This design comes from an exercise in tuning for small area on the open sky130 flow, not from production work. No run shown here included a check of the RTL's function; only the layout flow was run.

==> flow/design.v (outline; a module is shown in full before it is edited, if it fits) <==
// module motor1stab: 521 lines
// module dunit: 305 lines
module motor1stab(clk, rst,
m1in, m2in, m3in, m4in, ch6ratio, ch3ratio,
m1ratio,m2ratio,m3ratio,m4ratio);
  // ...
==> flow/run.sh <==
#!/bin/bash
# synth_recipe.tcl (not shown) runs the flow's synth.tcl, then flattens the netlist and writes it again
# the make line also repeats each setting of config.mk as NAME=value (left out here)
make -C /OpenROAD-flow-scripts/flow DESIGN_CONFIG=/design/flow/config.mk WORK_HOME=/design/flow/orfs CLKGATE_MAP_FILE= SYNTH_SCRIPT=/design/flow/synth_recipe.tcl finish
==> flow/config.mk <==
export PLATFORM = sky130hd
export DESIGN_NAME = motor1stab
export DESIGN_NICKNAME = motor1stab
export VERILOG_FILES = /design/flow/design.v
export SDC_FILE = /design/flow/constraint.sdc
export NUM_CORES = 4
export LEC_CHECK = 0
export CAP_MARGIN = 20
export CORE_MARGIN = 2
export CORE_UTILIZATION = 40
export SLEW_MARGIN = 20
==> flow/constraint.sdc <==
create_clock -name core_clock -period 40.0 [get_ports {clk}]
set_input_delay 8.0000 -clock core_clock [delete_from_list [all_inputs] [get_ports {clk}]]
set_output_delay 8.0000 -clock core_clock [all_outputs]
set_load 0.01 [all_outputs]
==> impl_results.md, run 1 <==
* Syn_nets at approximately 3,200
* Tap Count at 765
* Comb_multi_in at roughly 2,000
* Vias in the first global route at 19,650
* Status: finished clean
* Die width at 246.7 um
* Most common cell after layout, fill and taps aside: nand2_1
* Buffer share of cell area at 5.220%
* Post-Synth Adder-Cell Area at 33.98%
* Clock Skews at 16.57 ps
* Inst Count DP at between 3,000 and 4,000
* Hold-fix buffers, CTS at 0
* Fin. max-slew vios at 0
* HPWL Detailed at 62.53 mm
* DRT Wirelength at 78.03 mm
* Final ANT Viol Nets at 0
* Clkbuf count at 17
* Sequential area share after synthesis at between 10% and 20%
* Sequential cell count at between 150 and 200
* CP endpoint kind: output pin
* Die span in y at around 250 um
* Post-Layout Cell Count at 3,454
* Routed length on met2 at 37.67 mm
* Met3 wire len at 4.078 mm
* Max clock buf depth at 2
* Synth Area per Inst at slightly below 9 um2
* Mapped Area at 0.02355 mm2
* R2R Setup Slk at 14,180 ps
* FF/Latch Area at 0.004049 mm2
* Combinational family with the most area after synthesis: adder cells
* Post-synth EDFFs at 66
* Max cap viols at 0
* DRC at 0
* Share of cells above drive strength 1 at a little over 6%
==> run 2, diff against run 1 <==
--- a/flow/config.mk
+++ b/flow/config.mk
@@ -7,5 +7,7 @@
 export LEC_CHECK = 0
+export ABC_AREA = 1
 export CAP_MARGIN = 20
 export CORE_MARGIN = 2
-export CORE_UTILIZATION = 40
+export CORE_UTILIZATION = 55
+export CTS_BUF_LIST = sky130_fd_sc_hd__clkbuf_8
 export SLEW_MARGIN = 20
==> run 2 against run 1 <==
Compared with the run above: still clean on timing, DRC and antenna; fmax is 1.0% higher; global-route usage is 8.4 points higher; count of clock-buffer cells in the layout stayed put; worst hold slack better by 6.5 ps; core utilization is 16 points higher.
==> impl_results.md, run 2 <==
* Mapped Area at 0.02267 mm2 (was 0.02355 mm2)
* R2r endpoint: r3[10] (unchanged)
* DRT Wirelength at 73.89 mm (was 78.03 mm)
* H-tree depth at 4 (unchanged)
* Setup Fix Bufs, Post-CTS at 0 (unchanged)
* Vias at 19,760 (was 19,620)
* Reg2reg path depth at 104 (was 91)
* Initial Utilization at 55.65% (was 40.67%)
* Post-synth top area share at 27.90% (was 26.86%)
* Post-route minimum period at 35,590 ps (was 35,950 ps)
* Hold-fix buffers, CTS at 0 (unchanged)
* Synth Flop Type: edfxtp_1 (unchanged)
* Final ANT Viol Nets at 0 (unchanged)
* Slowest-stage cell, CP: xor2_1 (was clkdlybuf4s50_1)
* Die span in y at 207.0 um (was 246.7 um)
* HPWL Detailed at 61.36 mm (was 62.53 mm)
* Ranking of synthesized cells by area: fa_1 (28%), nand2_1 (10%), inv_1 (9.0%) (was fa_1 (27%), edfxtp_1 (8.4%), dfrtp_1 (6.9%))
* Worst-Skew Late Latency at 500 ps (was 460 ps)
* Initial DRC count at 1,897 (was 1,726)
* Core Region at 0.04074 mm2 (was 0.05792 mm2)
* DRC at 0 (unchanged)
* Most frequent cells in the layout: nand2_1 (628), inv_1 (543), fa_1 (316) (was nand2_1 (351), inv_1 (343), fa_1 (316))
* CTS root buffer: clkbuf_8 (was clkbuf_16)
* Worst-Margin Slew at 1011 ps (was 1032 ps)
* Critical path's top delay family: adder cells (unchanged)
* TNS Setup at 0 ps (unchanged)
* Combinational family with the most area after synthesis: adder cells (unchanged)
* Overall Global Routing Usage at 34.41% (was 25.98%)
* Most numerous cell in the Yosys netlist: nand2_1 (unchanged)
* Global-route wire length before repair at 112.6 mm (was 118.9 mm)
* Endpoints failing setup at 0 (unchanged)
* Num CTS Buffers at 17 (unchanged)
* Slew HR at 31.87% (was 30.49%)
* Final Hold Fails at 0 (unchanged)
* Top Ports at 112 (unchanged)
* Hold Crit Class: flop to flop (unchanged)
* Synth-to-Final Area Change at 8.499% (was 9.902%)
* Place WS at 4284 ps (was 3958 ps)
* Max clock buf depth at 2 (unchanged)
* Hold Path Cell Cnt at 0 (unchanged)
* Fill cells at 3,784 (was 5,692)
* CTS tree: built (unchanged)
* Fraction of synthesis flops using an asynchronous set or reset pin at 42.48% (unchanged)
* Largest net degree at the start of global routing at 67 (was 66)
* Worst Path Buf+Inv at 12 (was 8)
* Mux contribution to synthesized area at 0% (was 5.249%)
* Vias per cell at 5.781 (was 5.680)
* Top reg by flops: lfsr (unchanged)
* RSZ-0062 raised after global routing: false (unchanged)
* Status: finished clean (unchanged)
* Vias in the first global route at 19,640 (was 19,650)
* Post-Layout Cell Count at 3,418 (was 3,454)
* Max Clock Freq at 0.02810 GHz (was 0.02782 GHz)
* R2R Setup Slk at 15,520 ps (was 14,180 ps)
* Grt ovf at 0 (unchanged)
* Synth cell count leaders: nand2_1 (628), inv_1 (543), fa_1 (316) (was nand2_1 (351), inv_1 (343), fa_1 (316))
* Max incr delay on CP at 620 ps (was 780 ps)
* CP endpoint kind: output pin (unchanged)
* PortBufs at 110 (unchanged)
* Std cell rows at 74 (was 88)
* Post-synth EDFFs at 66 (unchanged)
* # resized after CTS at 0 (unchanged)
* Largest register FFs at 17 (unchanged)
* Gpl congestion at 1.001 (was 0.8825)
* Fin. max-slew vios at 0 (unchanged)
* Clock Skews at 17.06 ps (was 16.57 ps)
* Synth Area in Compound Gates at 11.50% (was 15.72%)
* Sequential area share after synthesis at 17.86% (was 17.19%)
* Synth Area per Inst at 8.099 um2 (was 8.864 um2)
* Setup CP Type: input port to output pin (unchanged)
* Startpoint types: input port (unchanged)
* Sink Count at 153 (unchanged)
* Fin crit share at 88.98% (was 89.88%)
* Die width at 207.0 um (was 246.7 um)
* Max cap viols at 0 (unchanged)
* Most frequent CP cell: fa_1 (unchanged)
* CP Data Required Time at 32,000 ps (about the same)
* Leading area contributor after synthesis: fa_1 (unchanged)
* Worst hold path endpoint: lfsr[1] (was lfsr[6])
* Min-delay src: lfsr[0] (was lfsr[5])
* Share of cells above drive strength 1 at 5.061% (was 6.136%)
* Post-synthesis xor/xnor area fraction at 5.171% (was 6.184%)
* Final worst slack at 4408 ps (was 4049 ps)
* Critical path peak fanout at 25 (was 19)
* Crit path DAT at 27,590 ps (was 27,950 ps)
* Post-synthesis instance total at 2,799 (was 2,657)
* Initial antenna violation count at 0 (was 1)
* Final #Nets at 3,382 (was 3,186)
* Post-synth cell types at 61 (was 96)
* Inst Count DP at 3,385 (was 3,422)
* Syn_nets at 3,309 (was 3,167)
* Post-Synth Adder-Cell Area at 34.86% (was 33.98%)
* Setup crit start: ch6ratio[1] (was ch6ratio[5])
* RR Startpoint: a1[1] (unchanged)
* Post-Synth Simple-Gate Area at 19.69% (was 13.66%)
* DR WL/cell at 21.62 um (was 22.59 um)
* Die ar. at 0.04286 mm2 (was 0.06084 mm2)
* Most common cell after layout, fill and taps aside: nand2_1 (unchanged)
* YS warnings at 1 (unchanged)
* Worst-path clk slew at 100 ps (was 70 ps)
* Register bit total from synthesis at 153 (unchanged)
* DRT Pass-1 Iters at 6 (was 7)
==> run 2: changes by cell type in the layout (fill, tap and decap cells not counted), moves of 24 or more <==
cell      change
a21oi_1     -103
a222oi_1     -24
and2_1       -29
inv_1       +200
mux2_2       -38
mux2i_1      -75
nand2_1     +277
nand2_2      +38
nand3_1     +100
nor2b_1      -30
o22ai_1      +29
xnor2_1      -54
xor2_1       +32
==> run 2: routing by layer <==
metal,vias up,part of all wire [%],global-route usage [%]
li1,8985,-,-
met4,0,5.2,15.47
met5,-,0,0
met2,952,48,57.29
met3,201,7.9,4.821
met1,9622,39,44.82
==> run 2: worst max-delay path by stage <==
| stage | end | slack, ps | cells after the start |
|---|---|---|---|
| 4_1_cts | m2ratio[10] | 4240 | 82 |
| 2_1_floorplan | m2ratio[10] | 7130 | 81 |
| 3_3_place_gp | m2ratio[10] | 4610 | 82 |
| 5_1_grt | m2ratio[10] | 3310 | 82 |
| 3_5_place_dp | m2ratio[10] | 4280 | 82 |
| 6_report | m2ratio[10] | 4410 | 84 |
==> run 2: layout make-up <==
cell class	count	area (um2)	area share [%]
multi-input combinational	2012	16150	65.66
sequential	153	4049	16.46
inverter	558	2101	8.541
timing repair buffer	130	1246	5.066
tap	532	665.6	2.706
clock buffer	17	234.0	0.9512
clock inverter	15	147.6	0.6002
antenna	1	2.502	0.01017
==> run 2: stage by stage <==
stage	hold WS, ps	cell area (um2)	util, %
after floorplan	353.5	22670	-
after global routing	390.7	24590	60.37
after global placement	357.3	24210	59.43
after CTS	385.5	24590	60.37
final	384.3	24600	60.38
after detailed placement	361.7	24210	59.43
==> run 2: logic make-up (layout without fill, tap and decap cells) <==
group / Yosys count / in the layout
other: 0 / 1
flip-flops: 153 / 153
AO/OA/AOI/OAI: 414 / 414
XOR/XNOR: 133 / 133
AND/OR/NAND/NOR: 1023 / 1023
adder cells (fa/ha/maj): 442 / 442
buffers and inverters: 634 / 720

what the ideal ports hide:
The results above use ideal ports. As a check the final layouts listed here were re-extracted and re-timed, cells and wires unchanged.
Step 1 assumes that a clkbuf_16 drives the clock port and a buf_2 every other input.
Step 2, shift: input delay + t, output delay - t, t = (earliest + latest rising clock arrival at the registers) / 2. This alone moves slack from input paths to output paths.
Slacks: ideal ports / drivers / drivers and shift; pairs: ideal ports / drivers.
| run | shift t [ns] | slack for setup (ns) | worst setup path at the end | clock arrival spread, ns |
|---|---|---|---|---|
| run 1 | 0.502 | 4.049 / 4.028 / 4.028 | input to output | 0.016 / 0.017 |
| run 2 | 0.538 | 4.408 / 4.385 / 4.385 | input to output | 0.021 / 0.021 |
After both steps setup and hold are still met in every run listed. The setup slack of run 2, which loses most, moves by -0.023 ns with the drivers and by -0.023 ns with both steps.
